Source: an optimization exercise on an open RTL-to-GDS flow (aim: small area and a short achievable clock period). Production flows keep margins and buffers that such runs may drop.
Only simulation tests tie the RTL to the original design; equivalence was not proved.

## dlfloat16_fpu
module dlfloat16_fpu (
  input             clk,
  input             rst_n,
  input      [3:0]  op,
  input      [2:0]  rm,
  input      [31:0] op1,
  input      [15:0] op2,
  input      [15:0] op3,
  output     [31:0] result,
  output            invalid,
  output            inexact,
  output            overflow,
  output            underflow,
  output            div_by_zero
);
Settings: LEC_CHECK=0, CAP_MARGIN=20, CORE_MARGIN=2, CORE_UTILIZATION=60, SLEW_MARGIN=20; clock period 200.0 ns.
standard.sh (not shown) runs the stock make flow with config.mk's settings and CLKGATE_MAP_FILE= SYNTH_SCRIPT=/design/flow/synth_recipe.tcl, a recipe that flattens the netlist after the stock synthesis.
==> flow/flow/run.sh <==
#!/bin/bash
# Own flow: the standard layout (standard.sh, all steps) with these changes:
#  - synthesis keeps the large units (SYNTH_HIERARCHICAL 1, SYNTH_MINIMUM_KEEP_SIZE 1000)
#    until ABC has mapped them, then flattens as synth_recipe.tcl does;
#  - ABC maps the divider (module fp_div, the critical path) with flow/fast.abc (delay
#    target 22 ns) and every
#    other module with flow/area.abc, an area-oriented script, instead of ORFS's script;
#  - no full-adder extraction before ABC (ADDER_MAP_FILE empty), so ABC maps the adders;
#  - port buffers are sky130_fd_sc_hd__buf_1 (BUFFER_PORTS_ARGS) instead of the default.
# Registers, floorplan, placement, CTS and routing are the standard flow's own.
set -euo pipefail
W="$(cd "$(dirname "${BASH_SOURCE[0]}")/.." && pwd)"
cd "$W"
{
  head -n 1 synth_recipe.tcl
  cat <<TCL
proc abc {args} {
  set i [lsearch \$args -script]
  set fast \$args
  lset fast [expr {\$i + 1}] {$W/flow/fast.abc}
  set area \$args
  lset area [expr {\$i + 1}] {$W/flow/area.abc}
  yosys tee -o {$W/abc_modules.log} ls
  if {[catch { yosys abc {*}\$fast fp_div } err]} { puts "abc fp_div: \$err" }
  foreach m {dlfloat16_fpu fp_sqrt sq_core fp_mul fp_add fp_i2f fp_round fp_sign fp_cmp fp_f2i} {
    if {[catch { yosys abc {*}\$area \$m } err]} { puts "abc \$m: \$err" }
  }
}
TCL
  tail -n +2 synth_recipe.tcl
} > own_synth.tcl
sed -e "s#SYNTH_SCRIPT=[^ ]*#SYNTH_SCRIPT=$W/own_synth.tcl SYNTH_HIERARCHICAL=1 SYNTH_MINIMUM_KEEP_SIZE=1000 ADDER_MAP_FILE= BUFFER_PORTS_ARGS='-buffer_cell sky130_fd_sc_hd__buf_1'#" standard.sh > own_standard.sh
grep -q "SYNTH_SCRIPT=$W/own_synth.tcl" own_standard.sh
bash own_standard.sh > own_flow.log 2>&1
==> flow/flow/area.abc <==
strash
&get -n
&deepsyn -T 20
&put
dch -f
amap
topo
stime -c
dnsize -c
==> flow/flow/fast.abc <==
strash
&get -n
&deepsyn -T 20
&put
dch -f
map -D 22000
topo
stime -c
dnsize -c
==> next run, changes <==
--- a/flow/flow/run.sh
+++ b/flow/flow/run.sh
@@ -5,2 +5 @@
-#  - ABC maps the divider (module fp_div, the critical path) with flow/fast.abc (delay
-#    target 22 ns) and every
+#  - ABC maps the divider (module fp_div, the critical path) with flow/fast.abc and every
==> flow/flow/area.abc (replaced) <==
strash
balance
rewrite
refactor
balance
rewrite
rewrite -z
balance
refactor -z
rewrite -z
balance
dch -f
amap
topo
stime -c
dnsize -c
==> flow/flow/fast.abc (replaced) <==
strash
ifraig
scorr
dc2
strash
dch -f
map -a
topo
stime -c
dnsize -c
--- a/flow/config.mk
+++ b/flow/config.mk
@@ -10 +10,2 @@
-export CORE_UTILIZATION = 60
+export CORE_UTILIZATION = 70
+export PLACE_DENSITY = 0.8
Outcome: The new run finished clean. Critical path depth came out lower by 2. Global-route usage goes up by 8.3 points. Register-to-register slack improves by 0.87 ns. Worst hold slack is worse by 0.24 ns. Non-clock buffer count climbs by 6.
==> next run, changes <==
==> flow/flow/run.sh (replaced) <==
#!/bin/bash
# Own flow: the standard layout (standard.sh, all steps), with one change in synthesis:
# ABC maps the logic with flow/area.abc, an area-oriented script, instead of ORFS's script.
# Everything else (Yosys passes, flattening, renaming, registers, floorplan to routing) is
# the standard flow's own.
set -euo pipefail
W="$(cd "$(dirname "${BASH_SOURCE[0]}")/.." && pwd)"
cd "$W"
{
  head -n 1 synth_recipe.tcl
  echo "proc abc {args} { set i [lsearch \$args -script]; lset args [expr {\$i + 1}] {$W/flow/area.abc}; yosys abc {*}\$args }"
  tail -n +2 synth_recipe.tcl
} > own_synth.tcl
sed "s#SYNTH_SCRIPT=[^ ]*#SYNTH_SCRIPT=$W/own_synth.tcl#" standard.sh > own_standard.sh
grep -q "SYNTH_SCRIPT=$W/own_synth.tcl" own_standard.sh
bash own_standard.sh > own_flow.log 2>&1
==> flow/flow/area.abc (replaced) <==
strash
ifraig
scorr
dc2
strash
dch -f
map -a
topo
stime -c
dnsize -c
--- a/flow/config.mk
+++ b/flow/config.mk
@@ -10,2 +10 @@
-export CORE_UTILIZATION = 70
-export PLACE_DENSITY = 0.8
+export CORE_UTILIZATION = 60
removed: flow/flow/fast.abc
Effect: The changed run finished with timing, DRC and antenna clean. Cell count came out lower by 12%. Register-to-register slack improved by 0.02 ns. Non-clock buffer count came out higher by 3. Die area came out higher by 20%.
==> next run, changes <==
==> flow/flow/run.sh (replaced) <==
#!/bin/bash
# Own flow: the standard layout (standard.sh, all steps) with these changes:
#  - synthesis keeps the large units (SYNTH_HIERARCHICAL 1, SYNTH_MINIMUM_KEEP_SIZE 1000)
#    until ABC has mapped them, then flattens as synth_recipe.tcl does;
#  - ABC maps the divider (module fp_div, the critical path) with flow/fast.abc (delay
#    target 22 ns) and every
#    other module with flow/area.abc, an area-oriented script, instead of ORFS's script;
#  - no full-adder extraction before ABC (ADDER_MAP_FILE empty), so ABC maps the adders;
#  - port buffers are sky130_fd_sc_hd__buf_1 (BUFFER_PORTS_ARGS) instead of the default.
# Registers, floorplan, placement, CTS and routing are the standard flow's own.
set -euo pipefail
W="$(cd "$(dirname "${BASH_SOURCE[0]}")/.." && pwd)"
cd "$W"
{
  head -n 1 synth_recipe.tcl
  cat <<TCL
proc abc {args} {
  set i [lsearch \$args -script]
  set fast \$args
  lset fast [expr {\$i + 1}] {$W/flow/fast.abc}
  set area \$args
  lset area [expr {\$i + 1}] {$W/flow/area.abc}
  yosys tee -o {$W/abc_modules.log} ls
  if {[catch { yosys abc {*}\$fast fp_div } err]} { puts "abc fp_div: \$err" }
  foreach m {dlfloat16_fpu fp_sqrt sq_core fp_mul fp_add fp_i2f fp_round fp_sign fp_cmp fp_f2i} {
    if {[catch { yosys abc {*}\$area \$m } err]} { puts "abc \$m: \$err" }
  }
}
TCL
  tail -n +2 synth_recipe.tcl
} > own_synth.tcl
sed -e "s#SYNTH_SCRIPT=[^ ]*#SYNTH_SCRIPT=$W/own_synth.tcl SYNTH_HIERARCHICAL=1 SYNTH_MINIMUM_KEEP_SIZE=1000 ADDER_MAP_FILE= BUFFER_PORTS_ARGS='-buffer_cell sky130_fd_sc_hd__buf_1'#" standard.sh > own_standard.sh
grep -q "SYNTH_SCRIPT=$W/own_synth.tcl" own_standard.sh
bash own_standard.sh > own_flow.log 2>&1
==> flow/flow/area.abc (replaced) <==
strash
&get -n
&deepsyn -T 20
&put
dch -f
amap
topo
stime -c
dnsize -c
==> flow/flow/fast.abc (new file) <==
strash
&get -n
&deepsyn -T 20
&put
dch -f
map -D 22000
topo
stime -c
dnsize -c
--- a/flow/config.mk
+++ b/flow/config.mk
@@ -11 +11 @@
-export SLEW_MARGIN = 20
+export SLEW_MARGIN = 60
After rerunning: The changed run finished clean. Setup slack is better by 0.23 ns. Utilization decreases by 1.1 points. Clock-buffer cell count stays the same. Non-clock buffer count decreases by 5. Design area decreases by about 16%. Critical path depth increases by 4. First-iteration DRC count increases by 33%. Hold slack is better by 0.059 ns.
==> next run, changes <==
--- a/flow/flow/run.sh
+++ b/flow/flow/run.sh
@@ -5,2 +5 @@
-#  - ABC maps the divider (module fp_div, the critical path) with flow/fast.abc (delay
-#    target 22 ns) and every
+#  - ABC maps the divider (module fp_div, the critical path) with flow/fast.abc and every
==> flow/flow/area.abc (replaced) <==
strash
balance
rewrite
refactor
balance
rewrite
rewrite -z
balance
refactor -z
rewrite -z
balance
dch -f
amap
topo
stime -c
dnsize -c
==> flow/flow/fast.abc (replaced) <==
strash
dc2
dch -f
map -a
topo
stime -c
dnsize -c
--- a/flow/config.mk
+++ b/flow/config.mk
@@ -11 +11 @@
-export SLEW_MARGIN = 60
+export SLEW_MARGIN = 20
Effect: Synthesized cell count grows by about 10%. Non-clock buffer count grows by 6. Sequential share of layout area shrinks by 0.73 points.

port drivers added, routing unchanged:
The flow's constraints put no driver on any port. The routed layouts listed below were extracted and timed again, unchanged, in two steps.
Step 1 assumes that a clkbuf_16 drives the clock port and a buf_2 every other input.
Step 2 moves the port delays by t, midway between the first and last clock arrival at a register: inputs arrive t later, outputs are due t later. That takes back most of the time a late clock gives input paths.
Three values: ideal ports, drivers, drivers and shift; two values: the first two.
| run | t (ns) | setup WS [ns] | worst slew at a driven data input, ns |
|---|---|---|---|
| the first run | 0.413 | 158.302 / 158.331 / 157.917 | 0.04 |
| the second run | 0.422 | 158.615 / 158.639 / 158.217 | 0.05 |
| the third run | 0.422 | 158.425 / 158.381 / 158.152 | 0.05 |
| the fourth run | 0.410 | 158.660 / 158.688 / 158.278 | 0.04 |
| the fifth run | 0.414 | 158.807 / 158.825 / 158.423 | 0.03 |
After both steps setup and hold are still met in every run listed. The setup slack of the second run, which loses most, moves by +0.024 ns with the drivers and by -0.398 ns with both steps.
